This is an optimization exercise on Yosys and OpenROAD, whose aim is small area, not a production implementation.
At most, simulation tests tie the RTL to the original design; equivalence was not proved.
Only the layout flow was run in runs 1, 2, 4 and 5; the RTL was not checked for function there.
Power and IR drop assume default switching activity.

<file path="run.sh">
#!/bin/bash
# synth_recipe.tcl (not shown) runs the flow's synth.tcl, then flattens the netlist and writes it again
# the make line also repeats each setting of config.mk as NAME=value (left out here)
make -C /OpenROAD-flow-scripts/flow DESIGN_CONFIG=/design/flow/config.mk WORK_HOME=/design/flow/orfs CLKGATE_MAP_FILE= SYNTH_SCRIPT=/design/flow/synth_recipe.tcl finish
</file>
<file path="config.mk">
export PLATFORM = sky130hd
export DESIGN_NAME = decodeAndMap
export DESIGN_NICKNAME = decodeAndMap
export VERILOG_FILES = /design/flow/design.v
export SDC_FILE = /design/flow/constraint.sdc
export NUM_CORES = 8
export LEC_CHECK = 0
export CAP_MARGIN = 30
export CORE_MARGIN = 2
export CORE_UTILIZATION = 65
export CTS_BUF_LIST = sky130_fd_sc_hd__clkbuf_8 sky130_fd_sc_hd__clkbuf_16
export CTS_CLUSTER_DIAMETER = 50
export CTS_CLUSTER_SIZE = 20
export SLEW_MARGIN = 20
</file>
<file path="constraint.sdc">
create_clock -name core_clock -period 12.0 [get_ports {clock}]
set_input_delay 2.4000 -clock core_clock [delete_from_list [all_inputs] [get_ports {clock}]]
set_output_delay 2.4000 -clock core_clock [all_outputs]
set_load 0.01 [all_outputs]
</file>
<file path="design.v">
module decodeAndMap(drawX, drawY, drawColour, WE, resetn, clock, shapeselect, inputColour, vs_n, rotateX, rotateY, rotateZ, invert, pitch, roll, yaw, doneShape);
    input clock, resetn, vs_n, invert, rotateX, rotateY, rotateZ;
    input [1:0] shapeselect;
    input [2:0] inputColour;
    output [8:0] drawX, drawY;
    output [2:0] drawColour;
    output WE;
    output [7:0] pitch, roll, yaw;
    output doneShape;
    function [12:0] rca;
        input [11:0] a, b;
        input ci;
        integer k;
        reg c;
        begin
            c = ci;
            for (k = 0; k < 12; k = k + 1) begin
                rca[k] = a[k] ^ b[k] ^ c;
                c = (a[k] & b[k]) | (a[k] & c) | (b[k] & c);
            end
            rca[12] = c;
        end
    endfunction
    localparam S_CLEAR = 4'd0, S_PAIR = 4'd1, S_W1 = 4'd2, S_C1 = 4'd3, S_W2 = 4'd4,
               S_C2 = 4'd5, S_NEG = 4'd6, S_SWP = 4'd7, S_DRAW = 4'd8, S_ROTW = 4'd9,
               S_ROT = 4'd10, S_WAIT = 4'd11, S_WAIT2 = 4'd12, S_DONE = 4'd13;
    reg [3:0] st;
    reg [1:0] shp;
    reg lvs_n;
    wire restart = ~resetn | (shapeselect != shp);
    reg [3:0] bi, wi;
    wire bend = (bi == 4'd15);
    wire wend = (wi == 4'd11);
    reg load;
    reg [191:0] rx, ry, rz;
    reg [3:0] ea, eb;
    wire [2:0] vbit;
    wire edge_ab;
    shapeTypeLUT lut(shp, wi, bi, ea, eb, vbit, edge_ab);
    wire [12:0] bi_inc = rca({8'd0, bi}, 12'd0, 1'b1);
    wire [12:0] wi_inc = rca({8'd0, wi}, 12'd0, 1'b1);
    wire [3:0] nw = wend ? 4'd0 : wi_inc[3:0];
    wire [12:0] pc_inc = rca({4'd0, ea, eb}, 12'd0, 1'b1);
    wire pair_last = ({ea, eb} == 8'hAB);
    reg [2:0] rs;         
    reg win;              
    reg wen;              
    reg sa, sb;           
    reg [1:0] cA, cB;     
    reg coA, coB;         
    wire odd = rs[2] | (rs[1] & rs[0]);
    wire head = (wi[0] == odd);
    wire a0 = ry[0], a2 = ry[2], a6 = ry[6], a11 = ry[11];
    wire b0 = rz[0], b2 = rz[2], b6 = rz[6], b11 = rz[11];
    wire lt2 = ~bi[3] & ~bi[2] & ~bi[1];
    wire lt6 = ~bi[3] & ~(bi[2] & bi[1]);
    wire qA1 = head ? b0 : sb;
    wire qA4 = head ? (~lt2 & b2) : (lt2 ? b2 : sb);
    wire qA64 = head ? (~lt6 & b6) : (lt6 ? b6 : sb);
    wire pA = head ? a0 : sa;
    wire qB1 = head ? a0 : sa;
    wire qB4 = head ? (~lt2 & a2) : (lt2 ? a2 : sa);
    wire qB64 = head ? (~lt6 & a6) : (lt6 ? a6 : sa);
    wire pB = head ? b0 : sb;
    wire nA = ~invert;
    wire nB = invert;
    wire i0 = head & (bi == 4'd0);
    wire i11 = head & (bi == 4'd11);
    wire [1:0] cinA = i0 ? {1'b1, nA} : cA;
    wire [1:0] cinB = i0 ? {1'b1, nB} : cB;
    wire oA1 = qA64 ^ nA, oA2 = ~(qA4 ^ nA), oA3 = qA1 ^ nA, oA4 = ~pA;
    wire oB1 = qB64 ^ nB, oB2 = ~(qB4 ^ nB), oB3 = qB1 ^ nB, oB4 = ~pB;
    wire sA1 = oA1 ^ oA2 ^ oA3, kA1 = (oA1 & oA2) | (oA1 & oA3) | (oA2 & oA3);
    wire sA2 = sA1 ^ oA4 ^ cinA[0], kA2 = (sA1 & oA4) | (sA1 & cinA[0]) | (oA4 & cinA[0]);
    wire dA = sA2 & wen;
    wire [1:0] cAn = {kA1 & (kA2 | cinA[1]) | (kA2 & cinA[1]), kA1 ^ kA2 ^ cinA[1]};
    wire sB1 = oB1 ^ oB2 ^ oB3, kB1 = (oB1 & oB2) | (oB1 & oB3) | (oB2 & oB3);
    wire sB2 = sB1 ^ oB4 ^ cinB[0], kB2 = (sB1 & oB4) | (sB1 & cinB[0]) | (oB4 & cinB[0]);
    wire dB = sB2 & wen;
    wire [1:0] cBn = {kB1 & (kB2 | cinB[1]) | (kB2 & cinB[1]), kB1 ^ kB2 ^ cinB[1]};
    wire oinA = ~i11 & coA;
    wire oinB = ~i11 & coB;
    wire nbA = a11 ^ dA ^ oinA, coAn = (a11 & dA) | (a11 & oinA) | (dA & oinA);
    wire nbB = b11 ^ dB ^ oinB, coBn = (b11 & dB) | (b11 & oinB) | (dB & oinB);
    wire wact = win & (head ? (bi[3] & (bi[2] | (bi[1] & bi[0]))) : ~(bi[3] & (bi[2] | (bi[1] & bi[0]))));
    wire [2:0] rs_n = wend ? rs + 3'd1 : rs;
    wire odd_n = rs_n[2] | (rs_n[1] & rs_n[0]);
    wire next_head = (nw[0] == odd_n);
    wire [1:0] ax_n = (rs_n == 3'd0 || rs_n == 3'd3) ? 2'd0 : ((rs_n == 3'd1 || rs_n == 3'd4) ? 2'd1 : 2'd2);
    wire en_n = (ax_n == 2'd0) ? rotateX : ((ax_n == 2'd1) ? rotateY : rotateZ);
    reg [7:0] rp, rr, ry8;
    reg cp, cr, cy;
    wire upd = (st == S_ROT) & (rs == 3'd0) & (wi == 4'd0) & ~bi[3];
    wire lsb = (bi[2:0] == 3'd0);
    wire op = upd & rotateX & invert, or_ = upd & rotateY & invert, oy = upd & rotateZ & invert;
    wire ip = upd & (lsb ? (rotateX & ~invert) : cp);
    wire ir = upd & (lsb ? (rotateY & ~invert) : cr);
    wire iy = upd & (lsb ? (rotateZ & ~invert) : cy);
    assign pitch = rp;
    assign roll = rr;
    assign yaw = ry8;
    reg [8:0] PX, PY, K, M, N;
    reg [9:0] H;
    reg ltx, lty, ge, bx, by, fb;
    wire tx = rx[0], ty = ry[0];
    wire [8:0] Ex = {rx[0], rx[1], rx[2], rx[3], rx[4], rx[5], rx[6], rx[7], rx[8]};
    wire [8:0] Ey = {ry[0], ry[1], ry[2], ry[3], ry[4], ry[5], ry[6], ry[7], ry[8]};
    wire wEx = Ex[8] | (Ex[7] & Ex[6] & (Ex[5] | Ex[4] | (Ex[3] & (Ex[2] | Ex[1]))));    
    wire wSx = PX[8] | (PX[7] & PX[6] & (PX[5] | PX[4] | (PX[3] & (PX[2] | PX[1]))));
    wire wEy = Ey[8] | (Ey[7] & Ey[6] & Ey[5] & Ey[4] & (Ey[3] | Ey[2] | Ey[1]));       
    wire wSy = PY[8] | (PY[7] & PY[6] & PY[5] & PY[4] & (PY[3] | PY[2] | PY[1]));
    wire dxb = tx ^ K[0] ^ bx, bxn = (~tx & K[0]) | (~(tx ^ K[0]) & bx);
    wire dyb = ty ^ M[0] ^ by, byn = (~ty & M[0]) | (~(ty ^ M[0]) & by);
    wire ltx_n = (wEx ^ wSx) ? wEx : bxn;
    wire lty_n = (wEy ^ wSy) ? wEy : byn;
    wire nkb = K[0] ^ (ltx & bx);
    wire nmb = M[0] ^ (lty & by);
    wire swp0 = (bi == 4'd5);
    wire swp8 = (bi == 4'd13);
    wire swp9 = (bi == 4'd14);
    wire mjb = ge ? K[0] : M[0];
    wire mnb = ge ? M[0] : K[0];
    wire dkb = mjb ^ mnb ^ bx, bkn = (~mjb & mnb) | (~(mjb ^ mnb) & bx);
    wire hA = ~(swp8 | swp9) & (ge ? K[1] : M[1]);
    wire hB = swp9 | ~mnb;
    wire hC = swp0 ? mjb : by;
    wire hb = hA ^ hB ^ hC, hcn = (hA & hB) | (hA & hC) | (hB & hC);
    wire minor = H[9];
    wire drawing = (st == S_DRAW);
    wire [12:0] asum = rca({2'b00, H}, {2'b00, minor ? {1'b0, K} : ~{1'b0, M}}, ~minor);
    wire xinc = ~(ltx ^ lty);
    wire [12:0] pxs = rca({3'd0, PX}, {3'd0, {9{~xinc & drawing}}}, xinc | ~drawing);
    wire [12:0] pys = rca({3'd0, PY}, 12'd0, 1'b1);
    wire [12:0] nds = rca({3'd0, N}, 12'h1ff, 1'b0);
    wire mA = (wi == ea), mB = (wi == eb);
    wire hit1 = (bi == 4'd3) & (mA | mB);
    wire hit2 = (bi == 4'd3) & (fb ? mA : mB);
    always @(posedge clock) begin
        lvs_n <= vs_n;
        rx <= {rx[190:12], wact ? nbA : rx[11], rx[10:1], load ? vbit[2] : rx[0], rx[191]};
        ry <= {ry[190:12], wact ? nbB : ry[11], ry[10:1], load ? vbit[1] : ry[0], ry[191]};
        rz <= {rz[190:12], wact ? rx[11] : rz[11], rz[10:1], load ? vbit[0] : rz[0], rz[191]};
        if (head & bend) begin
            sa <= a0;
            sb <= b0;
        end
        cA <= cAn;
        cB <= cBn;
        coA <= coAn;
        coB <= coBn;
        rp <= {(rp[0] ^ op ^ ip) & ~load, rp[7:1]};
        rr <= {(rr[0] ^ or_ ^ ir) & ~load, rr[7:1]};
        ry8 <= {(ry8[0] ^ oy ^ iy) & ~load, ry8[7:1]};
        cp <= (rp[0] & op) | (rp[0] & ip) | (op & ip);
        cr <= (rr[0] & or_) | (rr[0] & ir) | (or_ & ir);
        cy <= (ry8[0] & oy) | (ry8[0] & iy) | (oy & iy);
        if (restart) begin
            st <= S_CLEAR;
            shp <= shapeselect;
            bi <= 4'd0;
            wi <= 4'd0;
            load <= 1'b1;
            PX <= 9'd352;
            PY <= 9'd392;
            win <= 1'b0;
        end else begin
            bi <= bi_inc[3:0];
            if (bend) wi <= nw;
            if (load & bend & wend) load <= 1'b0;
            case (st)
                S_CLEAR: begin
                    if (PX == 9'd159) begin
                        PX <= 9'd352;
                        if (PY == 9'd119) begin
                            st <= S_PAIR;
                            ea <= 4'd0;
                            eb <= 4'd0;
                        end else
                            PY <= pys[8:0];
                    end else
                        PX <= pxs[8:0];
                end
                S_PAIR: begin
                    if (edge_ab)
                        st <= S_W1;
                    else if (pair_last)
                        st <= S_ROTW;
                    else
                        {ea, eb} <= pc_inc[7:0];
                end
                S_W1: begin
                    if (hit1) begin
                        K <= {tx, K[8:1]};
                        M <= {ty, M[8:1]};
                        fb <= mB;
                        st <= S_C1;
                    end
                end
                S_C1: begin
                    K <= {tx, K[8:1]};
                    M <= {ty, M[8:1]};
                    if (bi == 4'd11) begin
                        PX <= Ex;
                        PY <= Ey;
                        st <= S_W2;
                    end
                end
                S_W2: begin
                    if (hit2) begin
                        K <= {dxb, K[8:1]};
                        M <= {dyb, M[8:1]};
                        bx <= bxn;
                        by <= byn;
                        st <= S_C2;
                    end else begin
                        bx <= 1'b0;
                        by <= 1'b0;
                    end
                end
                S_C2: begin
                    K <= {dxb, K[8:1]};
                    M <= {dyb, M[8:1]};
                    bx <= bxn;
                    by <= byn;
                    if (bi == 4'd11) begin
                        ltx <= ltx_n;
                        lty <= lty_n;
                        if (lty_n) begin
                            PX <= Ex;
                            PY <= Ey;
                        end
                        bx <= 1'b0;
                        by <= 1'b0;
                        ge <= 1'b1;
                        st <= S_NEG;
                    end
                end
                S_NEG: begin
                    K <= {nkb, K[8:1]};
                    M <= {nmb, M[8:1]};
                    bx <= bx | K[0];
                    by <= by | M[0];
                    if (nkb ^ nmb) ge <= nkb;
                    if (bi == 4'd4) begin
                        bx <= 1'b0;
                        st <= S_SWP;
                    end
                end
                S_SWP: begin
                    if (~swp9) begin
                        K <= {dkb, K[8:1]};
                        M <= {mnb, M[8:1]};
                        N <= {mjb, N[8:1]};
                    end
                    bx <= bkn;
                    by <= hcn;
                    H <= {hb, H[9:1]};
                    if (swp9) st <= S_DRAW;
                end
                S_DRAW: begin
                    if (N == 9'd0) begin
                        if (pair_last)
                            st <= S_ROTW;
                        else begin
                            st <= S_PAIR;
                            {ea, eb} <= pc_inc[7:0];
                        end
                    end else begin
                        N <= nds[8:0];
                        H <= asum[9:0];
                        if (ge | minor) PX <= pxs[8:0];
                        if (~ge | minor) PY <= pys[8:0];
                    end
                end
                S_ROTW: begin
                    if (bend & wend) begin
                        st <= S_ROT;
                        rs <= 3'd0;
                        win <= 1'b1;
                        wen <= rotateX;
                    end
                end
                S_ROT: begin
                    if (bend) begin
                        rs <= rs_n;
                        if (next_head) begin
                            win <= (rs_n <= 3'd5);
                            wen <= en_n;
                        end else if (!head)
                            win <= 1'b0;
                        if (rs_n == 3'd6 && nw == 4'd1)
                            st <= S_WAIT;
                    end
                end
                S_WAIT: begin
                    if (lvs_n & ~vs_n) st <= S_WAIT2;
                end
                S_WAIT2: begin
                    if (bi[2:0] == 3'd7) st <= S_DONE;
                end
                default: begin  
                    st <= S_CLEAR;
                    PX <= 9'd352;
                    PY <= 9'd392;
                end
            endcase
        end
    end
    wire [12:0] sx = rca({3'd0, PX}, 12'd160, 1'b0);
    wire [12:0] sy = rca({3'd0, PY}, 12'd120, 1'b0);
    assign drawX = sx[8:0];
    assign drawY = sy[8:0];
    assign WE = (st == S_CLEAR) | (drawing & (PX != 9'd352) & (PY != 9'd392));
    assign drawColour = drawing ? inputColour : 3'd0;
    assign doneShape = (st == S_DONE);
endmodule
module shapeTypeLUT (
    input wire [1:0] shapeselect,
    input wire [3:0] vi,       
    input wire [3:0] bi,       
    input wire [3:0] ea,       
    input wire [3:0] eb,
    output reg [2:0] vbit,     
    output reg edge_ab         
);
    always @(*) begin
        case ({shapeselect, vi, bi})
            10'd1: vbit = 3'd1;
            10'd5: vbit = 3'd1;
            10'd7: vbit = 3'd1;
            10'd8: vbit = 3'd1;
            10'd17: vbit = 3'd1;
            10'd18: vbit = 3'd1;
            10'd19: vbit = 3'd3;
            10'd20: vbit = 3'd3;
            10'd22: vbit = 3'd3;
            10'd23: vbit = 3'd2;
            10'd25: vbit = 3'd7;
            10'd26: vbit = 3'd7;
            10'd27: vbit = 3'd7;
            10'd28: vbit = 3'd7;
            10'd29: vbit = 3'd7;
            10'd30: vbit = 3'd7;
            10'd31: vbit = 3'd7;
            10'd33: vbit = 3'd1;
            10'd34: vbit = 3'd1;
            10'd35: vbit = 3'd3;
            10'd36: vbit = 3'd3;
            10'd38: vbit = 3'd3;
            10'd39: vbit = 3'd2;
            10'd41: vbit = 3'd7;
            10'd42: vbit = 3'd3;
            10'd43: vbit = 3'd3;
            10'd44: vbit = 3'd3;
            10'd45: vbit = 3'd3;
            10'd46: vbit = 3'd3;
            10'd47: vbit = 3'd3;
            10'd48: vbit = 3'd2;
            10'd49: vbit = 3'd3;
            10'd50: vbit = 3'd3;
            10'd51: vbit = 3'd3;
            10'd52: vbit = 3'd1;
            10'd54: vbit = 3'd3;
            10'd57: vbit = 3'd3;
            10'd58: vbit = 3'd1;
            10'd59: vbit = 3'd1;
            10'd60: vbit = 3'd1;
            10'd61: vbit = 3'd1;
            10'd62: vbit = 3'd1;
            10'd63: vbit = 3'd1;
            10'd265: vbit = 3'd1;
            10'd281: vbit = 3'd1;
            10'd282: vbit = 3'd1;
            10'd283: vbit = 3'd1;
            10'd284: vbit = 3'd1;
            10'd285: vbit = 3'd1;
            10'd286: vbit = 3'd1;
            10'd287: vbit = 3'd1;
            10'd297: vbit = 3'd2;
            10'd313: vbit = 3'd2;
            10'd314: vbit = 3'd2;
            10'd315: vbit = 3'd2;
            10'd316: vbit = 3'd2;
            10'd317: vbit = 3'd2;
            10'd318: vbit = 3'd2;
            10'd319: vbit = 3'd2;
            10'd329: vbit = 3'd4;
            10'd345: vbit = 3'd4;
            10'd346: vbit = 3'd4;
            10'd347: vbit = 3'd4;
            10'd348: vbit = 3'd4;
            10'd349: vbit = 3'd4;
            10'd350: vbit = 3'd4;
            10'd351: vbit = 3'd4;
            10'd521: vbit = 3'd7;
            10'd522: vbit = 3'd7;
            10'd523: vbit = 3'd7;
            10'd524: vbit = 3'd7;
            10'd525: vbit = 3'd7;
            10'd526: vbit = 3'd7;
            10'd527: vbit = 3'd7;
            10'd553: vbit = 3'd7;
            10'd554: vbit = 3'd6;
            10'd555: vbit = 3'd6;
            10'd556: vbit = 3'd6;
            10'd557: vbit = 3'd6;
            10'd558: vbit = 3'd6;
            10'd559: vbit = 3'd6;
            10'd585: vbit = 3'd7;
            10'd586: vbit = 3'd5;
            10'd587: vbit = 3'd5;
            10'd588: vbit = 3'd5;
            10'd589: vbit = 3'd5;
            10'd590: vbit = 3'd5;
            10'd591: vbit = 3'd5;
            10'd617: vbit = 3'd7;
            10'd618: vbit = 3'd3;
            10'd619: vbit = 3'd3;
            10'd620: vbit = 3'd3;
            10'd621: vbit = 3'd3;
            10'd622: vbit = 3'd3;
            10'd623: vbit = 3'd3;
            10'd569: vbit = 3'd7;
            10'd570: vbit = 3'd1;
            10'd571: vbit = 3'd1;
            10'd572: vbit = 3'd1;
            10'd573: vbit = 3'd1;
            10'd574: vbit = 3'd1;
            10'd575: vbit = 3'd1;
            10'd601: vbit = 3'd7;
            10'd602: vbit = 3'd2;
            10'd603: vbit = 3'd2;
            10'd604: vbit = 3'd2;
            10'd605: vbit = 3'd2;
            10'd606: vbit = 3'd2;
            10'd607: vbit = 3'd2;
            10'd537: vbit = 3'd7;
            10'd633: vbit = 3'd7;
            10'd634: vbit = 3'd4;
            10'd635: vbit = 3'd4;
            10'd636: vbit = 3'd4;
            10'd637: vbit = 3'd4;
            10'd638: vbit = 3'd4;
            10'd639: vbit = 3'd4;
            10'd777: vbit = 3'd4;
            10'd800: vbit = 3'd4;
            10'd801: vbit = 3'd2;
            10'd802: vbit = 3'd4;
            10'd803: vbit = 3'd2;
            10'd805: vbit = 3'd4;
            10'd806: vbit = 3'd6;
            10'd807: vbit = 3'd6;
            10'd808: vbit = 3'd2;
            10'd832: vbit = 3'd4;
            10'd833: vbit = 3'd2;
            10'd834: vbit = 3'd7;
            10'd835: vbit = 3'd2;
            10'd836: vbit = 3'd1;
            10'd837: vbit = 3'd5;
            10'd838: vbit = 3'd4;
            10'd839: vbit = 3'd7;
            10'd840: vbit = 3'd1;
            10'd864: vbit = 3'd5;
            10'd865: vbit = 3'd2;
            10'd866: vbit = 3'd7;
            10'd867: vbit = 3'd3;
            10'd869: vbit = 3'd4;
            10'd870: vbit = 3'd4;
            10'd871: vbit = 3'd6;
            10'd872: vbit = 3'd1;
            10'd873: vbit = 3'd2;
            10'd874: vbit = 3'd2;
            10'd875: vbit = 3'd2;
            10'd876: vbit = 3'd2;
            10'd877: vbit = 3'd2;
            10'd878: vbit = 3'd2;
            10'd879: vbit = 3'd2;
            10'd896: vbit = 3'd5;
            10'd897: vbit = 3'd3;
            10'd898: vbit = 3'd6;
            10'd899: vbit = 3'd2;
            10'd900: vbit = 3'd1;
            10'd901: vbit = 3'd5;
            10'd902: vbit = 3'd5;
            10'd903: vbit = 3'd7;
            10'd905: vbit = 3'd3;
            10'd906: vbit = 3'd3;
            10'd907: vbit = 3'd3;
            10'd908: vbit = 3'd3;
            10'd909: vbit = 3'd3;
            10'd910: vbit = 3'd3;
            10'd911: vbit = 3'd3;
            10'd928: vbit = 3'd4;
            10'd929: vbit = 3'd2;
            10'd930: vbit = 3'd7;
            10'd931: vbit = 3'd3;
            10'd933: vbit = 3'd4;
            10'd934: vbit = 3'd5;
            10'd935: vbit = 3'd6;
            10'd937: vbit = 3'd1;
            10'd938: vbit = 3'd1;
            10'd939: vbit = 3'd1;
            10'd940: vbit = 3'd1;
            10'd941: vbit = 3'd1;
            10'd942: vbit = 3'd1;
            10'd943: vbit = 3'd1;
            10'd793: vbit = 3'd4;
            10'd794: vbit = 3'd4;
            10'd795: vbit = 3'd4;
            10'd796: vbit = 3'd4;
            10'd797: vbit = 3'd4;
            10'd798: vbit = 3'd4;
            10'd799: vbit = 3'd4;
            10'd816: vbit = 3'd4;
            10'd817: vbit = 3'd6;
            10'd818: vbit = 3'd2;
            10'd819: vbit = 3'd4;
            10'd820: vbit = 3'd6;
            10'd821: vbit = 3'd2;
            10'd824: vbit = 3'd4;
            10'd825: vbit = 3'd6;
            10'd826: vbit = 3'd6;
            10'd827: vbit = 3'd6;
            10'd828: vbit = 3'd6;
            10'd829: vbit = 3'd6;
            10'd830: vbit = 3'd6;
            10'd831: vbit = 3'd6;
            10'd848: vbit = 3'd6;
            10'd849: vbit = 3'd6;
            10'd850: vbit = 3'd1;
            10'd851: vbit = 3'd5;
            10'd852: vbit = 3'd6;
            10'd853: vbit = 3'd2;
            10'd854: vbit = 3'd3;
            10'd856: vbit = 3'd6;
            10'd857: vbit = 3'd7;
            10'd858: vbit = 3'd7;
            10'd859: vbit = 3'd7;
            10'd860: vbit = 3'd7;
            10'd861: vbit = 3'd7;
            10'd862: vbit = 3'd7;
            10'd863: vbit = 3'd7;
            10'd880: vbit = 3'd5;
            10'd881: vbit = 3'd7;
            10'd883: vbit = 3'd4;
            10'd884: vbit = 3'd7;
            10'd885: vbit = 3'd3;
            10'd886: vbit = 3'd3;
            10'd887: vbit = 3'd1;
            10'd888: vbit = 3'd6;
            10'd889: vbit = 3'd5;
            10'd890: vbit = 3'd5;
            10'd891: vbit = 3'd5;
            10'd892: vbit = 3'd5;
            10'd893: vbit = 3'd5;
            10'd894: vbit = 3'd5;
            10'd895: vbit = 3'd5;
            10'd912: vbit = 3'd5;
            10'd913: vbit = 3'd6;
            10'd914: vbit = 3'd1;
            10'd915: vbit = 3'd5;
            10'd916: vbit = 3'd6;
            10'd917: vbit = 3'd2;
            10'd918: vbit = 3'd2;
            10'd920: vbit = 3'd7;
            10'd921: vbit = 3'd4;
            10'd922: vbit = 3'd4;
            10'd923: vbit = 3'd4;
            10'd924: vbit = 3'd4;
            10'd925: vbit = 3'd4;
            10'd926: vbit = 3'd4;
            10'd927: vbit = 3'd4;
            10'd944: vbit = 3'd6;
            10'd945: vbit = 3'd6;
            10'd946: vbit = 3'd1;
            10'd947: vbit = 3'd4;
            10'd948: vbit = 3'd7;
            10'd949: vbit = 3'd3;
            10'd950: vbit = 3'd2;
            10'd951: vbit = 3'd1;
            10'd952: vbit = 3'd7;
            10'd953: vbit = 3'd6;
            10'd954: vbit = 3'd6;
            10'd955: vbit = 3'd6;
            10'd956: vbit = 3'd6;
            10'd957: vbit = 3'd6;
            10'd958: vbit = 3'd6;
            10'd959: vbit = 3'd6;
            default: vbit = 3'd0;
        endcase
    end
    wire [2:0] pa = ea[3:1], pb = eb[3:1];
    wire par = ea[0] ^ eb[0];
    wire [2:0] d = pb - pa;
    wire plt = pa < pb;
    wire sgi = (pa != 3'd0) & ((d == 3'd2) | (d == 3'd3));
    always @(*) begin
        case (shapeselect)
            2'd0: edge_ab = (ea < eb) & ~eb[3] & ~eb[2];
            2'd1: edge_ab = plt & (pb < 3'd3);
            2'd2: edge_ab = plt & ~eb[3] & (par == (pa != 3'd0));
            default: edge_ab = plt & (pb < 3'd6) & (par == sgi);
        endcase
    end
endmodule
</file>
==> impl_metrics.csv, run 1 <==
group,metric,value,unit
cts,clkSinkCount,701,
final_layout,fin_nets,1671,
worst_setup_path,crit_fanout,1,
die,dieWidth,180,um
timing,rsz0062_at_grt,"false",
cts,cts.path.max_buffers,3,
worst_setup_path,path_delay_family,"buffers and inverters",
timing,final.setup.worst_slack,6.07,ns
run,drv_cap,0,
global_route,grt_overflow,0,
cts,cts_made_buffers,48,
cts,cts_max_level,2,
timing,fin_skew,0.0402,ns
placed_design,post-place-ws,6.08,ns
worst_hold_path,hold_class,"reg2reg",
yosys,synth_most_common_cell,"dfxtp_1",
cts,cts_setup_buffers,0,
global_route,track_usage,0.225,
pwr,p_total,3990,uW
cts,cts_tree,"built",
routing,vias,10600,
worst_setup_path,crit_required,9.60,ns
worst_setup_path,worstPathArrival,3.53,ns
worst_setup_path,worst-path-buf-inv,2,
die,die_area,0.0324,mm^2
yosys,synthTopCellsByArea,"dfxtp_1 64%, edfxtp_1 8.8%, ha_1 3.2%",
worst_setup_path,start_kind,"primary input",
timing,slew_headroom,0.440,
routing,antenna_left,0,
worst_setup_path,crit_start,"inputColour[1]",
yosys,synth-seq-cells,701,
placed_design,place_hpwl,21100,um
worst_setup_path,critical_path_class,"in2out",
worst_setup_path,cp_slowest_cell,"clkdlybuf4s50_1",
timing,worst_pin_slew,0.839,ns
final_layout,area_growth,11.2,%
global_route,antenna_found_initial,0,
pwr,cellPowerDensity,178,mW/mm^2
die,rows,64,
cts,cts_resized,0,
yosys,synth_cells,1527,
routing,remaining_drc_errors,0,
yosys,ys_warn_count,2,
yosys,synth_cell_types,77,
worst_setup_path,timing.rr.start,"st[0]$_SDFFE_PP0P_",
timing,final.setup.tns,0,ns
final_layout,final_util,0.734,
cts,hold_buffers,0,
cts,cts_root_buf,"clkbuf_16",
worst_setup_path,cpMostUsedCell,"clkdlybuf4s50_1",
global_route,grt_start_max_net_pins,37,
timing,hold_viol,0,
die,ios,59,
final_layout,drive_above_1_share,0.0533,
timing,fmax,0.169,GHz
timing,fin_crit,5.93,ns
placed_design,port_buffers,58,
routing,routed_via_density,5.34,
routing,wl,36000,um
yosys,syn-cell-area,0.0201,mm^2
timing,period_share,0.494,
worst_setup_path,cp_cell_sequence,"clkdlybuf4s50_1 -> and3_1 -> clkdlybuf4s50_1",
die,coreArea,0.0305,mm^2
routing,dr.pass1.iters,5,
final_layout,nFillCells,1962,
yosys,yosysTopAreaCellShare,0.638,
timing,drv_slew,0,
cts,clk_pin_slew,0.08,ns
pwr,vdd.ir_drop.worst,0.178,mV
placed_design,gp_congestion,0.885,
final_layout,diodes,0,
yosys,yosys.area.top_type,"dfxtp_1",
die,initial_core_util,0.660,
worst_hold_path,hold_start,"rx[186]$_DFF_P_",
worst_setup_path,crit_path_max_incr_delay,0.54,ns
pwr,p_leak,0.00892,uW
run_status,status,"no timing/DRC/antenna violations",
yosys,synth_ff_type,"dfxtp_1",
yosys,avgSynthCellArea,13.2,um^2
global_route,grt_pass1_wl,58600,um
cts,clk_latency,0.57,ns
routing,drt_iter0_markers,606,
yosys,yosys-top-cells-count,"642 x dfxtp_1, 94 x inv_1, 80 x nand2_1",
routing,wl_per_cell,18.1,um
worst_setup_path,crit_path_end_kind,"output pin",
yosys,synth_edf_count,59,
timing,whs,0.296,ns
yosys,syn_nets,1620,
global_route,grt_pass1_vias,10800,
yosys,synth-async-reset-ratio,0,
timing,setup_viol,0,
yosys,seq_area_frac_synth,0.727,
die,die_y,180,um
[layout by cell type (no fill, tap or decap), types with 30 or more instances in the layout]
cell             instances
ha_1                    51
nor2_1                  70
nand2_1                 80
edfxtp_1                59
o21ai_0                 60
fa_1                    30
inv_1                   96
clkbuf_16               49
a21oi_1                 56
clkdlybuf4s50_1         58
dfxtp_1                642
[where the power goes]
part / leakage [uW] / total [uW] / switching [uW] / internal, uW
registers: 0.00569 / 2390 / 13.4 / 2380
clock network: 0.000692 / 1530 / 773 / 759
logic: 0.00253 / 62.0 / 35.1 / 27.0
[layout make-up]
class,count,area [um^2],area share
inverters,95,357,0.0159
well taps,396,495,0.0221
clock inverters,16,170,0.00760
repair buffers,68,663,0.0296
clock buffers,50,1240,0.0554
flip-flops and latches,701,14600,0.653
multi-input cells,664,4840,0.216
[metal layers]
layer	part of all wire	GRT usage	up-vias
li1	-	-	5208
met1	0.46	0.318	5144
met2	0.47	0.364	226
met3	0.050	0.0415	51
met4	0.017	0.0514	0
met5	0	0	-
[worst register-to-register path, cell delays in order, from the launching register on]
cell and delay [ns]:
dfxtp_1 0.75, nor2_1 0.37, and2_1 0.32, nand2_1 0.20
inv_1 0.23, fa_1 0.47, fa_1 0.39, fa_1 0.40
fa_1 0.40, fa_1 0.39, fa_1 0.40, xnor2_1 0.18
xnor2_1 0.14, o22ai_1 0.09, mux2i_1 0.16, nand2_1 0.07
[cell families (layout without fill, tap and decap cells)]
logic type               Yosys count  in the layout  synth area share
flip-flops                       701            701             0.727
AND/OR/NAND/NOR                  283            283            0.0709
AO/OA/AOI/OAI                    240            240            0.0803
buffers and inverters            162            229            0.0333
adder cells (fa/ha/maj)           82             82            0.0620
XOR/XNOR                          41             41            0.0178
multiplexers                      18             18           0.00907
[state kept, by name, summed over array words and instances (netlist names), 10 cells and up]
| name | count |
|---|---|
| rx | 192 |
| ry | 192 |
| rz | 192 |
| H | 10 |
[through the flow]
step | std cells | instance area, um^2
4_1_cts | 1990 | 22400
6_report | 1990 | 22400
3_3_place_gp | 1923 | 21000
2_1_floorplan | 1527 | 20100
5_1_grt | 1990 | 22400
3_5_place_dp | 1924 | 21000
[path summary, 6_finish.rpt]
kind / slack [ns] / cells after the start / end
worst max register to register: 6.93 / 15 / PX[8]$_SDFFE_PP1P_
worst min register to register: 0.30 / 0 / rx[187]$_DFF_P_
worst min-delay path: 0.30 / 0 / rx[187]$_DFF_P_
worst max-delay path: 6.07 / 3 / drawColour[1]
==> run 2, diff against run 1 <==
--- a/config.mk
+++ b/config.mk
@@ -9,6 +9,6 @@
 export CORE_MARGIN = 2
 export CORE_UTILIZATION = 65
 export CTS_BUF_LIST = sky130_fd_sc_hd__clkbuf_8 sky130_fd_sc_hd__clkbuf_16
-export CTS_CLUSTER_DIAMETER = 50
-export CTS_CLUSTER_SIZE = 20
+export CTS_CLUSTER_DIAMETER = 60
+export CTS_CLUSTER_SIZE = 25
 export SLEW_MARGIN = 20
==> impl_metrics.csv, run 2 <==
group,metric,value,unit
run_status,status,"no timing/DRC/antenna violations",
global_route,grt_pass1_vias,10600,
run,drv_cap,0,
yosys,synthTopCellsByArea,"dfxtp_1 64%, edfxtp_1 8.8%, ha_1 3.2%",
global_route,grt_pass1_wl,56500,um
yosys,synth_most_common_cell,"dfxtp_1",
worst_setup_path,critical_path_class,"in2out",
pwr,seqPwrFrac,0.620,
pwr,p_clk_frac,0.364,
placed_design,port_buffers,58,
die,ios,59,
yosys,synth_cells,1527,
pwr,power_frac_comb,0.017,
pwr,swShare,0.206,
timing,setup_viol,0,
timing,period_share,0.494,
yosys,syn-cell-area,0.0201,mm^2
die,initial_core_util,0.660,
routing,vias,10600,
die,dieWidth,180,um
yosys,avgSynthCellArea,13.2,um^2
final_layout,area_growth,10.3,%
worst_setup_path,crit_path_end_kind,"output pin",
routing,drt_iter0_markers,597,
timing,rsz0062_at_grt,"false",
worst_setup_path,crit_path_max_incr_delay,0.54,ns
global_route,grt_overflow,0,
yosys,yosysTopAreaCellShare,0.638,
yosys,syn_nets,1620,
final_layout,fin_nets,1663,
pwr,p_leak,0.00882,uW
final_layout,top_regs,"rx (192), ry (192), rz (192)",
cts,clk_latency,0.54,ns
yosys,synth-seq-cells,701,
timing,fmax,0.169,GHz
yosys,synth_cell_types,77,
yosys,seq_area_frac_synth,0.727,
cts,cts_made_buffers,40,
cts,cts_max_level,2,
global_route,track_usage,0.215,
yosys,synth-async-reset-ratio,0,
routing,routed_via_density,5.35,
yosys,yosys-top-cells-count,"642 x dfxtp_1, 94 x inv_1, 80 x nand2_1",
cts,cts_root_buf,"clkbuf_16",
timing,final.setup.tns,0,ns
routing,antenna_left,0,
pwr,p_sw,794,uW
routing,dr.pass1.iters,6,
worst_hold_path,hold_class,"reg2reg",
cts,cts_setup_buffers,0,
cts,hold_buffers,0,
routing,wl,34500,um
timing,hold_viol,0,
die,rows,64,
pwr,cellPowerDensity,174,mW/mm^2
pwr,vdd.ir_drop.worst,0.153,mV
final_layout,nFillCells,2009,
yosys,yosys.area.top_type,"dfxtp_1",
worst_setup_path,path_delay_family,"buffers and inverters",
timing,fin_crit,5.93,ns
die,die_y,180,um
placed_design,place_hpwl,21100,um
worst_setup_path,worst-path-buf-inv,2,
worst_setup_path,cpMostUsedCell,"clkdlybuf4s50_1",
final_layout,drive_above_1_share,0.0486,
cts,clk_pin_slew,0.08,ns
cts,cts_resized,0,
timing,final.setup.worst_slack,6.07,ns
yosys,synth_edf_count,59,
timing,slew_headroom,0.422,
final_layout,final_common_cell,"dfxtp_1",
final_layout,final_util,0.728,
final_layout,multiInputGateArea,0.00484,mm^2
timing,fin_skew,0.0271,ns
die,coreArea,0.0305,mm^2
worst_setup_path,cp_cell_sequence,"clkdlybuf4s50_1 -> and3_1 -> clkdlybuf4s50_1",
cts,clkSinkCount,701,
yosys,ys_warn_count,2,
placed_design,post-place-ws,6.08,ns
worst_setup_path,crit_required,9.60,ns
global_route,grt_start_max_net_pins,37,
timing,drv_slew,0,
yosys,synth_ff_type,"dfxtp_1",
worst_setup_path,worstPathArrival,3.53,ns
die,die_area,0.0324,mm^2
routing,remaining_drc_errors,0,
worst_setup_path,crit_fanout,1,
cts,cts_tree,"built",
final_layout,final_cell_mix,"642 x dfxtp_1, 94 x inv_1, 80 x nand2_1, 70 x nor2_1, 60 x o21ai_0",
placed_design,gp_congestion,0.885,
final_layout,seq_area,0.0146,mm^2
global_route,antenna_found_initial,0,
final_layout,diodes,0,
routing,wl_per_cell,17.4,um
cts,cts.path.max_buffers,3,
worst_setup_path,cp_slowest_cell,"clkdlybuf4s50_1",
timing,worst_pin_slew,0.865,ns
pwr,internal-power,3060,uW
worst_setup_path,start_kind,"primary input",
[run 2: stage by stage]
step	power [uW]	hold WS [ns]	std cells	instance area [um^2]
floorplan	2480	0.310	1527	20100
global placement	2500	0.310	1923	21000
detailed placement	2500	0.312	1924	21000
CTS	3890	0.300	1979	22200
global route	3980	0.293	1979	22200
finish	3860	0.310	1979	22200
[run 2: worst reg2reg max path, cell delays in order, from the launching register on]
cell and delay (ns):
dfxtp_1 0.77, nor2_1 0.37, and2_1 0.31, nand2_1 0.19, inv_1 0.23, fa_1 0.47, fa_1 0.38, fa_1 0.40
fa_1 0.40, fa_1 0.39, fa_1 0.40, xnor2_1 0.18, xnor2_1 0.14, o22ai_1 0.09, mux2i_1 0.16, nand2_1 0.06
[run 2: power by group through the flow]
stage               clock, uW  combinational (uW)  sequential [uW]
finish                   1400                63.6             2390
global route             1510                71.3             2390
CTS                      1430                63.5             2390
detailed placement          0                59.5             2440
global placement            0                56.9             2440
floorplan                   0                45.0             2440
[run 2: per-layer routing]
metal / vias to the layer above / wire, um / global-route usage
li1: 5204 / - / -
met5: - / 0 / 0
met2: 227 / 15400 / 0.333
met1: 5084 / 16400 / 0.313
met4: 0 / 893 / 0.0628
met3: 69 / 1780 / 0.0409
[run 2: cells by family after synthesis]
group / Yosys count / share of synthesized area
buffers and inverters: 162 / 0.0333
AND/OR/NAND/NOR: 283 / 0.0709
multiplexers: 18 / 0.00907
AO/OA/AOI/OAI: 240 / 0.0803
adder cells (fa/ha/maj): 82 / 0.0620
XOR/XNOR: 41 / 0.0178
flip-flops: 701 / 0.727
[run 2: final cells by class]
class / count / area share
inverter: 95 / 0.0161
clock inverter: 12 / 0.00783
sequential: 701 / 0.659
tap: 396 / 0.0223
clock buffer: 43 / 0.0474
multi-input combinational: 664 / 0.218
timing repair buffer: 68 / 0.0299
[run 2: path summary, 6_finish.rpt]
kind                 startpoint                  to  slack, ns  depth (start not counted)
max              inputColour[1]       drawColour[1]       6.07                          3
min             rx[186]$_DFF_P_     rx[187]$_DFF_P_       0.31                          0
max reg2reg  st[0]$_SDFFE_PP0P_  PX[8]$_SDFFE_PP1P_       6.94                         15
min reg2reg     rx[186]$_DFF_P_     rx[187]$_DFF_P_       0.31                          0
==> run 3, diff against run 2 <==
--- a/design.v
+++ b/design.v
@@ -148,9 +148,15 @@
         cB <= cBn;
         coA <= coAn;
         coB <= coBn;
-        rp <= {(rp[0] ^ op ^ ip) & ~load, rp[7:1]};
-        rr <= {(rr[0] ^ or_ ^ ir) & ~load, rr[7:1]};
-        ry8 <= {(ry8[0] ^ oy ^ iy) & ~load, ry8[7:1]};
+        if (restart) begin
+            rp <= 8'd0;
+            rr <= 8'd0;
+            ry8 <= 8'd0;
+        end else begin
+            rp <= {rp[0] ^ op ^ ip, rp[7:1]};
+            rr <= {rr[0] ^ or_ ^ ir, rr[7:1]};
+            ry8 <= {ry8[0] ^ oy ^ iy, ry8[7:1]};
+        end
         cp <= (rp[0] & op) | (rp[0] & ip) | (op & ip);
         cr <= (rr[0] & or_) | (rr[0] & ir) | (or_ & ir);
         cy <= (ry8[0] & oy) | (ry8[0] & iy) | (oy & iy);
==> config.mk (replaced) <==
export PLATFORM = sky130hd
export DESIGN_NAME = decodeAndMap
export DESIGN_NICKNAME = decodeAndMap
export VERILOG_FILES = /design/flow/design.v
export SDC_FILE = /design/flow/constraint.sdc
export NUM_CORES = 8
export LEC_CHECK = 0
export CAP_MARGIN = 30
export CORE_MARGIN = 2
export CORE_UTILIZATION = 60
export CTS_BUF_LIST = sky130_fd_sc_hd__clkbuf_4 sky130_fd_sc_hd__clkbuf_8 sky130_fd_sc_hd__clkbuf_16
export CTS_CLUSTER_DIAMETER = 100
export CTS_CLUSTER_SIZE = 30
export SLEW_MARGIN = 20
==> impl_metrics.csv, run 3 <==
group,metric,value,unit
final_layout,top_regs,"rx (192), ry (192), rz (192)",
die,die_y,187,um
worst_hold_path,hold_end,"rx[48]$_DFF_P_",
routing,drt_iter0_markers,696,
worst_setup_path,rrSetupSlack,7.14,ns
yosys,syn-cell-area,0.0201,mm^2
timing,setup_viol,0,
yosys,synthXorXnorAreaFrac,0.0183,
yosys,synth_edf_count,59,
yosys,synth_cells,1540,
cts,cts_setup_buffers,0,
worst_setup_path,critical_path_class,"in2out",
worst_setup_path,reg2regPathDepth,13,
pwr,p_total,3520,uW
pwr,vdd.ir_drop.worst,0.141,mV
final_layout,drive_above_1_share,0.0436,
routing,dr.pass1.iters,6,
cts,clk_latency,0.61,ns
die,die_area,0.0350,mm^2
final_layout,nFillCells,2525,
timing,rsz0062_at_grt,"false",
cts,clkSinkCount,701,
yosys,seq_area_frac_synth,0.726,
timing,drv_slew,0,
worst_hold_path,hold_class,"reg2reg",
final_layout,final_cell_mix,"642 x dfxtp_1, 84 x inv_1, 80 x nor2_1, 78 x nand2_1, 67 x a21oi_1",
worst_setup_path,crit_fanout,1,
placed_design,port_buffers,58,
pwr,cellPowerDensity,161,mW/mm^2
timing,hold_viol,0,
run_status,status,"no timing/DRC/antenna violations",
final_layout,final_common_cell,"dfxtp_1",
die,ios,59,
yosys,yosys-top-cells-count,"642 x dfxtp_1, 84 x inv_1, 80 x nor2_1",
global_route,track_usage,0.184,
final_layout,diodes,0,
yosys,yosys.area_share.simple,0.0793,
cts,clk_pin_slew,0.10,ns
pwr,p_leak,0.00846,uW
cts,cts_tree,"built",
placed_design,gp_congestion,0.881,
yosys,synth_cell_types,75,
die,dieWidth,187,um
routing,wl_per_cell,15.9,um
timing,final.setup.tns,0,ns
placed_design,place_hpwl,20800,um
yosys,yosysTopAreaCellShare,0.638,
global_route,grt_overflow,0,
global_route,grt_pass1_vias,10000,
global_route,antenna_found_initial,0,
yosys,synth_most_common_cell,"dfxtp_1",
worst_hold_path,worstHoldPathCells,0,
cts,cts_max_level,1,
die,rows,67,
yosys,synth-seq-cells,701,
yosys,avgSynthCellArea,13.1,um^2
routing,antenna_left,0,
final_layout,area_growth,8.71,%
yosys,synth_top_family_by_area,"simple AND/OR/NAND/NOR gates",
worst_setup_path,crit_required,9.60,ns
timing,worst_pin_slew,0.854,ns
worst_setup_path,crit_path_end_kind,"output pin",
worst_hold_path,hold_start,"rx[47]$_DFF_P_",
cts,hold_buffers,0,
run,drv_cap,0,
global_route,grt_start_max_net_pins,40,
yosys,synthMuxAreaShare,0.0101,
yosys,syn_nets,1633,
die,coreArea,0.0333,mm^2
cts,cts_resized,0,
routing,routed_via_density,5.13,
yosys,ys_warn_count,2,
yosys,yosys.area_share.adder,0.0620,
yosys,synth_compound_area_frac,0.0733,
yosys,synthTopCellsByArea,"dfxtp_1 64%, edfxtp_1 8.8%, ha_1 3.2%",
final_layout,fin_nets,1670,
yosys,yosys.area.top_type,"dfxtp_1",
routing,vias,10400,
routing,remaining_drc_errors,0,
timing,fmax,0.169,GHz
timing,period_share,0.492,
yosys,synth-async-reset-ratio,0,
worst_setup_path,start_kind,"primary input",
cts,cts.path.max_buffers,3,
timing,slew_headroom,0.426,
cts,cts_root_buf,"clkbuf_16",
timing,fin_crit,5.90,ns
routing,wl,32200,um
worst_setup_path,timing.rr.start,"H[9]$_DFFE_PP_",
die,initial_core_util,0.605,
global_route,grt_pass1_wl,52700,um
cts,cts_made_buffers,28,
worst_setup_path,reg2reg_to,"H[8]$_DFFE_PP_",
yosys,synth_ff_type,"dfxtp_1",
timing,fin_skew,0.0349,ns
worst_setup_path,worstPathArrival,3.50,ns
-- run 3: stage by stage --
step / instance area (um^2) / instances / hold WS, ns / setup WS (ns) / util
2_1_floorplan: 20100 / 1540 / 0.310 / 6.64 / -
3_3_place_gp: 21100 / 1993 / 0.311 / 6.11 / 0.633
3_5_place_dp: 21100 / 1993 / 0.312 / 6.09 / 0.633
4_1_cts: 21900 / 2028 / 0.306 / 6.09 / 0.657
5_1_grt: 21900 / 2030 / 0.325 / 6.08 / 0.658
6_report: 21900 / 2030 / 0.318 / 6.10 / 0.658
-- run 3: worst max path at each step --
| stage | from | endpoint | slack (ns) | cells past startpoint |
|---|---|---|---|---|
| 2_1_floorplan | shapeselect[0] | K[0]$_DFFE_PP_ | 6.64 | 6 |
| 3_3_place_gp | inputColour[2] | drawColour[2] | 6.11 | 3 |
| 3_5_place_dp | inputColour[1] | drawColour[1] | 6.09 | 3 |
| 4_1_cts | inputColour[1] | drawColour[1] | 6.09 | 3 |
| 5_1_grt | inputColour[0] | drawColour[0] | 6.08 | 3 |
| 6_report | inputColour[1] | drawColour[1] | 6.10 | 3 |
-- run 3: metal layers --
layer / vias up / wire (um) / share of wire / GRT usage
li1: 5198 / - / - / -
met3: 52 / 1480 / 0.046 / 0.0263
met5: - / 0 / 0 / 0
met2: 215 / 13900 / 0.43 / 0.281
met4: 0 / 789 / 0.024 / 0.0479
met1: 4959 / 16100 / 0.50 / 0.279
-- run 3: area by class of cell --
class / count / area (um^2) / area share
tap: 448 / 561 / 0.0256
inverter: 88 / 330 / 0.0151
clock inverter: 5 / 93.8 / 0.00429
clock buffer: 30 / 716 / 0.0327
sequential: 701 / 14600 / 0.668
timing repair buffer: 69 / 664 / 0.0303
multi-input combinational: 689 / 4910 / 0.224
-- run 3: report_power, final --
part | internal, uW | total [uW] | switching (uW)
logic | 17.1 | 43.3 | 26.3
clock network | 443 | 1110 | 668
registers | 2360 | 2370 | 5.95
-- run 3: cell families (layout without fill, tap and decap cells) --
logic type / Yosys count / count (layout)
AND/OR/NAND/NOR: 315 / 315
multiplexers: 20 / 20
XOR/XNOR: 42 / 42
flip-flops: 701 / 701
buffers and inverters: 150 / 192
AO/OA/AOI/OAI: 230 / 230
adder cells (fa/ha/maj): 82 / 82
-- run 3: critical path: stages --
cell and delay, ns:
clkdlybuf4s50_1 0.45, and2_1 0.12, clkdlybuf4s50_1 0.53
==> run 4, diff against run 3 <==
--- a/design.v
+++ b/design.v
@@ -21,9 +21,9 @@
             rca[12] = c;
         end
     endfunction
-    localparam S_CLEAR = 4'd0, S_PAIR = 4'd1, S_W1 = 4'd2, S_C1 = 4'd3, S_W2 = 4'd4,
-               S_C2 = 4'd5, S_NEG = 4'd6, S_SWP = 4'd7, S_DRAW = 4'd8, S_ROTW = 4'd9,
-               S_ROT = 4'd10, S_WAIT = 4'd11, S_WAIT2 = 4'd12, S_DONE = 4'd13;
+    localparam S_CLEAR = 4'd0, S_PAIR = 4'd1, S_W1 = 4'd2, S_W2 = 4'd3,
+               S_NEG = 4'd4, S_SWP = 4'd5, S_DRAW = 4'd6, S_ROTW = 4'd7,
+               S_ROT = 4'd8, S_WAIT = 4'd9, S_WAIT2 = 4'd10, S_DONE = 4'd11;
     reg [3:0] st;
     reg [1:0] shp;
     reg lvs_n;
@@ -133,8 +133,9 @@
     wire [12:0] pys = rca({3'd0, PY}, 12'd0, 1'b1);
     wire [12:0] nds = rca({3'd0, N}, 12'h1ff, 1'b0);
     wire mA = (wi == ea), mB = (wi == eb);
-    wire hit1 = (bi == 4'd3) & (mA | mB);
-    wire hit2 = (bi == 4'd3) & (fb ? mA : mB);
+    wire cwin = bi[3] ? ~bi[2] : (bi[2] | (bi[1] & bi[0]));
+    wire hit1 = cwin & (mA | mB);
+    wire hit2 = cwin & (fb ? mA : mB);
     always @(posedge clock) begin
         lvs_n <= vs_n;
         rx <= {rx[190:12], wact ? nbA : rx[11], rx[10:1], load ? vbit[2] : rx[0], rx[191]};
@@ -148,15 +149,9 @@
         cB <= cBn;
         coA <= coAn;
         coB <= coBn;
-        if (restart) begin
-            rp <= 8'd0;
-            rr <= 8'd0;
-            ry8 <= 8'd0;
-        end else begin
-            rp <= {rp[0] ^ op ^ ip, rp[7:1]};
-            rr <= {rr[0] ^ or_ ^ ir, rr[7:1]};
-            ry8 <= {ry8[0] ^ oy ^ iy, ry8[7:1]};
-        end
+        rp <= {(rp[0] ^ op ^ ip) & ~load, rp[7:1]};
+        rr <= {(rr[0] ^ or_ ^ ir) & ~load, rr[7:1]};
+        ry8 <= {(ry8[0] ^ oy ^ iy) & ~load, ry8[7:1]};
         cp <= (rp[0] & op) | (rp[0] & ip) | (op & ip);
         cr <= (rr[0] & or_) | (rr[0] & ir) | (or_ & ir);
         cy <= (ry8[0] & oy) | (ry8[0] & iy) | (oy & iy);
@@ -187,8 +182,9 @@
                         PX <= pxs[8:0];
                 end
                 S_PAIR: begin
-                    if (edge_ab)
-                        st <= S_W1;
+                    if (edge_ab) begin
+                        if (bi == 4'd2) st <= S_W1;
+                    end
                     else if (pair_last)
                         st <= S_ROTW;
                     else
@@ -199,46 +195,34 @@
                         K <= {tx, K[8:1]};
                         M <= {ty, M[8:1]};
                         fb <= mB;
-                        st <= S_C1;
-                    end
-                end
-                S_C1: begin
-                    K <= {tx, K[8:1]};
-                    M <= {ty, M[8:1]};
-                    if (bi == 4'd11) begin
-                        PX <= Ex;
-                        PY <= Ey;
-                        st <= S_W2;
+                        if (bi == 4'd11) begin
+                            PX <= Ex;
+                            PY <= Ey;
+                            st <= S_W2;
+                        end
                     end
                 end
                 S_W2: begin
-                    if (hit2) begin
+                    if (~hit2) begin
+                        bx <= 1'b0;
+                        by <= 1'b0;
+                    end else begin
                         K <= {dxb, K[8:1]};
                         M <= {dyb, M[8:1]};
                         bx <= bxn;
                         by <= byn;
-                        st <= S_C2;
-                    end else begin
-                        bx <= 1'b0;
-                        by <= 1'b0;
-                    end
-                end
-                S_C2: begin
-                    K <= {dxb, K[8:1]};
-                    M <= {dyb, M[8:1]};
-                    bx <= bxn;
-                    by <= byn;
-                    if (bi == 4'd11) begin
-                        ltx <= ltx_n;
-                        lty <= lty_n;
-                        if (lty_n) begin
-                            PX <= Ex;
-                            PY <= Ey;
+                        if (bi == 4'd11) begin
+                            ltx <= ltx_n;
+                            lty <= lty_n;
+                            if (lty_n) begin
+                                PX <= Ex;
+                                PY <= Ey;
+                            end
+                            bx <= 1'b0;
+                            by <= 1'b0;
+                            ge <= 1'b1;
+                            st <= S_NEG;
                         end
-                        bx <= 1'b0;
-                        by <= 1'b0;
-                        ge <= 1'b1;
-                        st <= S_NEG;
                     end
                 end
                 S_NEG: begin
--- a/config.mk
+++ b/config.mk
@@ -7,7 +7,7 @@
 export LEC_CHECK = 0
 export CAP_MARGIN = 30
 export CORE_MARGIN = 2
-export CORE_UTILIZATION = 60
+export CORE_UTILIZATION = 65
 export CTS_BUF_LIST = sky130_fd_sc_hd__clkbuf_4 sky130_fd_sc_hd__clkbuf_8 sky130_fd_sc_hd__clkbuf_16
 export CTS_CLUSTER_DIAMETER = 100
 export CTS_CLUSTER_SIZE = 30
==> impl_metrics.csv, run 4 <==
group,metric,value,unit
worst_setup_path,crit_required,9.60,ns
worst_setup_path,timing.rr.start,"H[9]$_DFFE_PP_",
yosys,yosysTopAreaCellShare,0.640,
cts,cts_setup_buffers,0,
worst_hold_path,hold_class,"reg2reg",
timing,fin_skew,0.0210,ns
pwr,p_total,3510,uW
routing,dr.pass1.iters,5,
routing,antenna_left,0,
pwr,internal-power,2820,uW
yosys,syn_nets,1622,
routing,vias,10300,
cts,cts_max_level,1,
yosys,avgSynthCellArea,13.1,um^2
cts,cts_made_buffers,27,
global_route,track_usage,0.201,
die,initial_core_util,0.658,
timing,final.setup.worst_slack,6.11,ns
timing,worst_pin_slew,0.943,ns
final_layout,fin_cells,1964,
worst_setup_path,start_kind,"primary input",
cts,cts_tree,"built",
timing,final.setup.tns,0,ns
worst_hold_path,worstHoldPathCells,0,
routing,drt_iter0_markers,642,
worst_setup_path,worstPathArrival,3.49,ns
yosys,synth_cell_types,76,
final_layout,final_common_cell,"dfxtp_1",
pwr,power_frac_comb,0.012,
placed_design,dp.cells,1925,
pwr,seqPwrFrac,0.676,
routing,remaining_drc_errors,0,
cts,cts_root_buf,"clkbuf_16",
die,dieWidth,180,um
yosys,seq_area_frac_synth,0.729,
routing,wl_per_cell,16.6,um
pwr,p_clk_frac,0.312,
cts,clk_latency,0.60,ns
final_layout,diodes,0,
yosys,synth-async-reset-ratio,0,
timing,whs,0.321,ns
placed_design,port_buffers,58,
run_status,status,"no timing/DRC/antenna violations",
timing,hold_viol,0,
pwr,swShare,0.196,
cts,hold_buffers,0,
final_layout,fin_nets,1654,
worst_setup_path,reg2regPathDepth,13,
global_route,antenna_found_initial,0,
global_route,grt_start_max_net_pins,37,
worst_hold_path,hold_start,"rx[170]$_DFF_P_",
global_route,grt_pass1_wl,53100,um
die,ios,59,
yosys,synth-seq-cells,701,
timing,setup_viol,0,
yosys,synth_cells,1529,
timing,period_share,0.491,
die,rows,64,
worst_setup_path,crit_start,"inputColour[0]",
routing,routed_via_density,5.22,
cts,cts_resized,0,
yosys,synth_most_common_cell,"dfxtp_1",
final_layout,top_regs,"rx (192), ry (192), rz (192)",
worst_setup_path,critical_path_class,"in2out",
yosys,syn-cell-area,0.0201,mm^2
placed_design,place_hpwl,20400,um
run,drv_cap,0,
die,die_y,180,um
timing,drv_slew,0,
final_layout,final_cell_mix,"642 x dfxtp_1, 92 x nand2_1, 81 x inv_1, 73 x nor2_1, 59 x edfxtp_1",
pwr,vdd.ir_drop.worst,0.161,mV
global_route,grt_pass1_vias,9920,
final_layout,area_growth,8.26,%
die,coreArea,0.0305,mm^2
global_route,grt_overflow,0,
timing,slew_headroom,0.366,
cts,clk_pin_slew,0.11,ns
yosys,synth_ff_type,"dfxtp_1",
timing,fin_crit,5.89,ns
pwr,cellPowerDensity,161,mW/mm^2
cts,clkSinkCount,701,
yosys,yosys-top-cells-count,"642 x dfxtp_1, 92 x nand2_1, 81 x inv_1",
placed_design,post-place-ws,5.83,ns
pwr,p_leak,0.00852,uW
routing,wl,32600,um
worst_setup_path,crit_path_end_kind,"output pin",
timing,rsz0062_at_grt,"false",
yosys,yosys.area.top_type,"dfxtp_1",
timing,fmax,0.170,GHz
yosys,synth_edf_count,59,
yosys,synthTopCellsByArea,"dfxtp_1 64%, edfxtp_1 8.8%, ha_1 3.2%",
worst_setup_path,crit_fanout,1,
pwr,p_sw,687,uW
final_layout,drive_above_1_share,0.0427,
die,die_area,0.0323,mm^2
yosys,ys_warn_count,2,
cts,cts.path.max_buffers,3,
placed_design,gp_congestion,0.854,
[run 4: cell count changes in the layout (fill, tap and decap cells not counted), moves of 8 or more]
cell,before,now
a21oi_1,67,54
a22oi_1,7,18
nand2_1,78,92
nand2b_1,8,20
a221oi_1,11,3
and2_1,31,12
a211oi_1,16,24
o211ai_1,12,1
[run 4: worst paths after layout]
check	endpoint	slack (ns)
worst max register to register	H[8]$_DFFE_PP_	7.13
worst min-delay path	rx[171]$_DFF_P_	0.32
worst min register to register	rx[171]$_DFF_P_	0.32
worst max-delay path	drawColour[0]	6.11
[run 4: area by class of cell]
type	count	area [um^2]
Fill cell	2078	8790
Timing Repair Buffer	68	653
Clock inverter	2	40.0
Tap cell	396	495
Multi-Input combinational cell	679	4870
Inverter	84	315
Clock buffer	34	728
Sequential cell	701	14600
[run 4: layer usage]
layer  vias up  track usage  routed length (um)
li1       5151            -                   -
met3        39       0.0280                1280
met1      4881        0.303               16100
met5         -            0                   0
met2       179        0.315               14600
met4         0       0.0410                 593
[run 4: cell families after synthesis]
group                    Yosys count  share of synthesized area
flip-flops                       701                      0.729
AND/OR/NAND/NOR                  310                     0.0777
AO/OA/AOI/OAI                    228                     0.0745
buffers and inverters            149                     0.0299
adder cells (fa/ha/maj)           82                     0.0622
XOR/XNOR                          41                     0.0179
multiplexers                      18                    0.00910
[run 4: metrics by stage]
stage	area [um^2]	utilization
2_1_floorplan	20100	-
3_3_place_gp	20900	0.686
3_5_place_dp	20900	0.686
4_1_cts	21700	0.711
5_1_grt	21700	0.712
6_report	21700	0.712
[run 4: critical path, stage by stage]
cell             delay, ns
clkdlybuf4s50_1       0.45
and2_1                0.11
clkdlybuf4s50_1       0.53
[run 4: power by group through the flow]
stage          clock (uW)  combinational [uW]  sequential (uW)
2_1_floorplan           0                30.4             2420
3_3_place_gp            0                41.1             2420
3_5_place_dp            0                42.3             2420
4_1_cts              1120                43.0             2370
5_1_grt              1190                48.3             2370
6_report             1090                42.7             2370
==> run 5, diff against run 4 <==
--- a/design.v
+++ b/design.v
@@ -40,8 +40,8 @@
     wire [12:0] bi_inc = rca({8'd0, bi}, 12'd0, 1'b1);
     wire [12:0] wi_inc = rca({8'd0, wi}, 12'd0, 1'b1);
     wire [3:0] nw = wend ? 4'd0 : wi_inc[3:0];
-    wire [12:0] pc_inc = rca({4'd0, ea, eb}, 12'd0, 1'b1);
-    wire pair_last = ({ea, eb} == 8'hAB);
+    wire [7:0] pc_inc = {ea[2:0], eb, ea[3] ^ ea[1] ^ ea[0] ^ eb[3]};
+    wire pair_last = ({ea, eb} == 8'h80);
     reg [2:0] rs;         
     reg win;              
     reg wen;              
@@ -175,7 +175,7 @@
                         if (PY == 9'd119) begin
                             st <= S_PAIR;
                             ea <= 4'd0;
-                            eb <= 4'd0;
+                            eb <= 4'd1;
                         end else
                             PY <= pys[8:0];
                     end else
@@ -188,7 +188,7 @@
                     else if (pair_last)
                         st <= S_ROTW;
                     else
-                        {ea, eb} <= pc_inc[7:0];
+                        {ea, eb} <= pc_inc;
                 end
                 S_W1: begin
                     if (hit1) begin
@@ -253,7 +253,7 @@
                             st <= S_ROTW;
                         else begin
                             st <= S_PAIR;
-                            {ea, eb} <= pc_inc[7:0];
+                            {ea, eb} <= pc_inc;
                         end
                     end else begin
                         N <= nds[8:0];
==> impl_metrics.csv, run 5 <==
group,metric,value,unit
run_status,status,"no timing/DRC/antenna violations",
global_route,grt_overflow,0,
run,drv_cap,0,
worst_setup_path,crit_required,9.60,ns
global_route,grt_start_max_net_pins,46,
routing,remaining_drc_errors,0,
worst_setup_path,crit_start,"inputColour[2]",
yosys,synth_most_common_cell,"dfxtp_1",
yosys,avgSynthCellArea,13.1,um^2
cts,cts_made_buffers,28,
worst_setup_path,worstPathArrival,3.51,ns
worst_setup_path,timing.rr.start,"H[9]$_DFFE_PP_",
placed_design,port_buffers,58,
die,die_y,179,um
cts,cts_max_level,1,
final_layout,fin_nets,1653,
yosys,yosys.area.top_type,"dfxtp_1",
die,dieWidth,179,um
worst_setup_path,cpMostUsedCell,"clkdlybuf4s50_1",
die,rows,64,
yosys,synth-seq-cells,701,
timing,slew_headroom,0.424,
final_layout,top_regs,"rx (192), ry (192), rz (192)",
worst_setup_path,cp_cell_sequence,"clkdlybuf4s50_1 -> and2_1 -> clkdlybuf4s50_1",
final_layout,diodes,0,
yosys,yosys-top-cells-count,"642 x dfxtp_1, 124 x nand2_1, 85 x inv_1",
die,coreArea,0.0304,mm^2
cts,cts_root_buf,"clkbuf_16",
final_layout,nFillCells,2059,
yosys,synthTopCellsByArea,"dfxtp_1 64%, edfxtp_1 8.9%, fa_1 3.0%",
worst_setup_path,path_delay_family,"buffers and inverters",
timing,fin_skew,0.0217,ns
final_layout,final_cell_mix,"642 x dfxtp_1, 124 x nand2_1, 85 x inv_1, 70 x nor2_1, 66 x o21ai_0",
cts,cts_setup_buffers,0,
final_layout,drive_above_1_share,0.0369,
worst_setup_path,worst-path-buf-inv,2,
cts,clkSinkCount,701,
routing,dr.pass1.iters,5,
final_layout,area_growth,8.60,%
worst_hold_path,hold_start,"ry[33]$_DFF_P_",
cts,cts_tree,"built",
yosys,yosysTopAreaCellShare,0.643,
yosys,synth-async-reset-ratio,0,
worst_setup_path,crit_path_end_kind,"output pin",
cts,hold_buffers,0,
timing,fin_crit,5.91,ns
timing,final.setup.tns,0,ns
routing,wl,32500,um
pwr,cellPowerDensity,163,mW/mm^2
routing,wl_met2,14400,um
worst_setup_path,critical_path_class,"in2out",
cts,clk_latency,0.60,ns
yosys,synth_cells,1527,
routing,highest_layer,"met4",
global_route,grt_pass1_wl,52200,um
yosys,synth_edf_count,59,
global_route,antenna_found_initial,0,
yosys,ys_warn_count,2,
routing,vias,10300,
placed_design,place_hpwl,20800,um
die,die_area,0.0321,mm^2
routing,antenna_left,0,
cts,cts.path.max_buffers,3,
global_route,track_usage,0.205,
routing,wl_per_cell,16.5,um
yosys,synth_cell_types,66,
final_layout,final_util,0.713,
cts,clk_pin_slew,0.11,ns
timing,period_share,0.493,
timing,hold_viol,0,
yosys,syn_nets,1614,
worst_setup_path,cp_slowest_cell,"clkdlybuf4s50_1",
worst_setup_path,crit_fanout,1,
timing,worst_pin_slew,0.861,ns
final_layout,final_common_cell,"dfxtp_1",
die,initial_core_util,0.656,
routing,routed_via_density,5.22,
die,ios,59,
worst_setup_path,crit_path_max_incr_delay,0.54,ns
yosys,syn-cell-area,0.0200,mm^2
pwr,vdd.ir_drop.worst,0.171,mV
cts,cts_resized,0,
yosys,synth_ff_type,"dfxtp_1",
worst_setup_path,start_kind,"primary input",
routing,wl_met3,1540,um
routing,met1_length,15600,um
timing,rsz0062_at_grt,"false",
timing,drv_slew,0,
placed_design,gp_congestion,0.878,
timing,setup_viol,0,
yosys,seq_area_frac_synth,0.732,
pwr,p_leak,0.00846,uW
routing,drt_iter0_markers,738,
global_route,grt_pass1_vias,9988,
worst_hold_path,hold_class,"reg2reg",
timing,fmax,0.169,GHz
-- run 5: cell count changes after synthesis, sizes merged, moves of 6 or more --
cell and delta:
buf +6, nand2 +31, clkbuf -12, a211oi -13, a22o +12, nor3 -11
o21ai +9, mux2i +13, o211ai +8, a22oi -16, nand3 -11, ha -6
-- run 5: stage by stage --
stage               hold slack (ns)  total power (uW)  instance area, um^2  setup slack, ns  std cells
finish                        0.311              3540                21700             6.09       1968
global route                  0.319              3650                21700             6.04       1968
CTS                           0.311              3570                21700             6.08       1968
detailed placement            0.312              2470                20900             6.09       1932
global placement              0.311              2460                20900             6.11       1931
floorplan                     0.310              2450                20000             5.68       1527
-- run 5: final timing paths --
path	endpoint	slack [ns]	cells after the start
max	drawColour[2]	6.09	3
max reg2reg	H[8]$_DFFE_PP_	7.10	13
min reg2reg	ry[34]$_DFF_P_	0.31	0
min	ry[34]$_DFF_P_	0.31	0
-- run 5: final cells by class --
cell class / count / area, um^2 / area share
Timing Repair Buffer: 68 / 656 / 0.0302
Tap cell: 396 / 495 / 0.0228
Clock buffer: 32 / 737 / 0.0340
Sequential cell: 701 / 14600 / 0.674
Inverter: 85 / 319 / 0.0147
Multi-Input combinational cell: 682 / 4770 / 0.220
Clock inverter: 4 / 92.6 / 0.00427
-- run 5: per-layer routing --
layer | track usage | vias to the layer above
li1 | - | 5129
met1 | 0.302 | 4862
met2 | 0.320 | 227
met3 | 0.0274 | 51
met4 | 0.0635 | 0
met5 | 0 | -
-- run 5: where the power goes --
group | switching [uW] | internal [uW] | leakage [uW]
Sequential | 6.01 | 2360 | 0.00573
Clock | 670 | 453 | 0.000403
Combinational | 26.6 | 17.4 | 0.00232
-- run 5: cell families after synthesis --
logic type / Yosys count / share of synthesized area
AND/OR/NAND/NOR: 316 / 0.0751
multiplexers: 32 / 0.0162
buffers and inverters: 144 / 0.0299
AO/OA/AOI/OAI: 216 / 0.0690
flip-flops: 701 / 0.732
adder cells (fa/ha/maj): 76 / 0.0588
XOR/XNOR: 42 / 0.0188
-- run 5: worst register-to-register path, stage by stage (launching register included) --
cell      delay (ns)
edfxtp_1        0.84
mux2i_1         0.22
fa_1            0.41
inv_1           0.08
fa_1            0.16
inv_1           0.05
fa_1            0.38
fa_1            0.39
fa_1            0.39
fa_1            0.39
fa_1            0.39
fa_1            0.39
fa_1            0.49
o21ai_0         0.09

afterwards: timing with drivers on the ports:
No port has a modelled driver above. Below, the same layouts with a new extraction and two added sets of constraints.
Step 1 assumes that a clkbuf_16 drives the clock port and a buf_2 every other input.
Step 2 adds t to the input delays and takes it off the output delays; t is the mean of the earliest and latest rising clock arrival at the registers after step 1. Input paths then give back, and output paths get back, about the clock's delay inside the block.
Slacks: no drivers / after step 1 / after step 2; pairs: no drivers / after step 1.
run	t (ns)	setup WS [ns]	hold slack, ns
run 1	0.603	6.074 / 6.049 / 6.049	0.296 / 0.296 / 0.296
run 2	0.585	6.071 / 6.046 / 6.046	0.310 / 0.310 / 0.310
run 3	0.637	6.098 / 6.068 / 6.068	0.318 / 0.318 / 0.318
run 4	0.637	6.112 / 6.083 / 6.083	0.321 / 0.321 / 0.321
run 5	0.639	6.089 / 6.060 / 6.060	0.311 / 0.311 / 0.311
After both steps setup and hold are still met in every run listed. For run 3, which loses most, drivers alone change the setup slack by -0.030 ns; drivers and shift together by -0.030 ns.
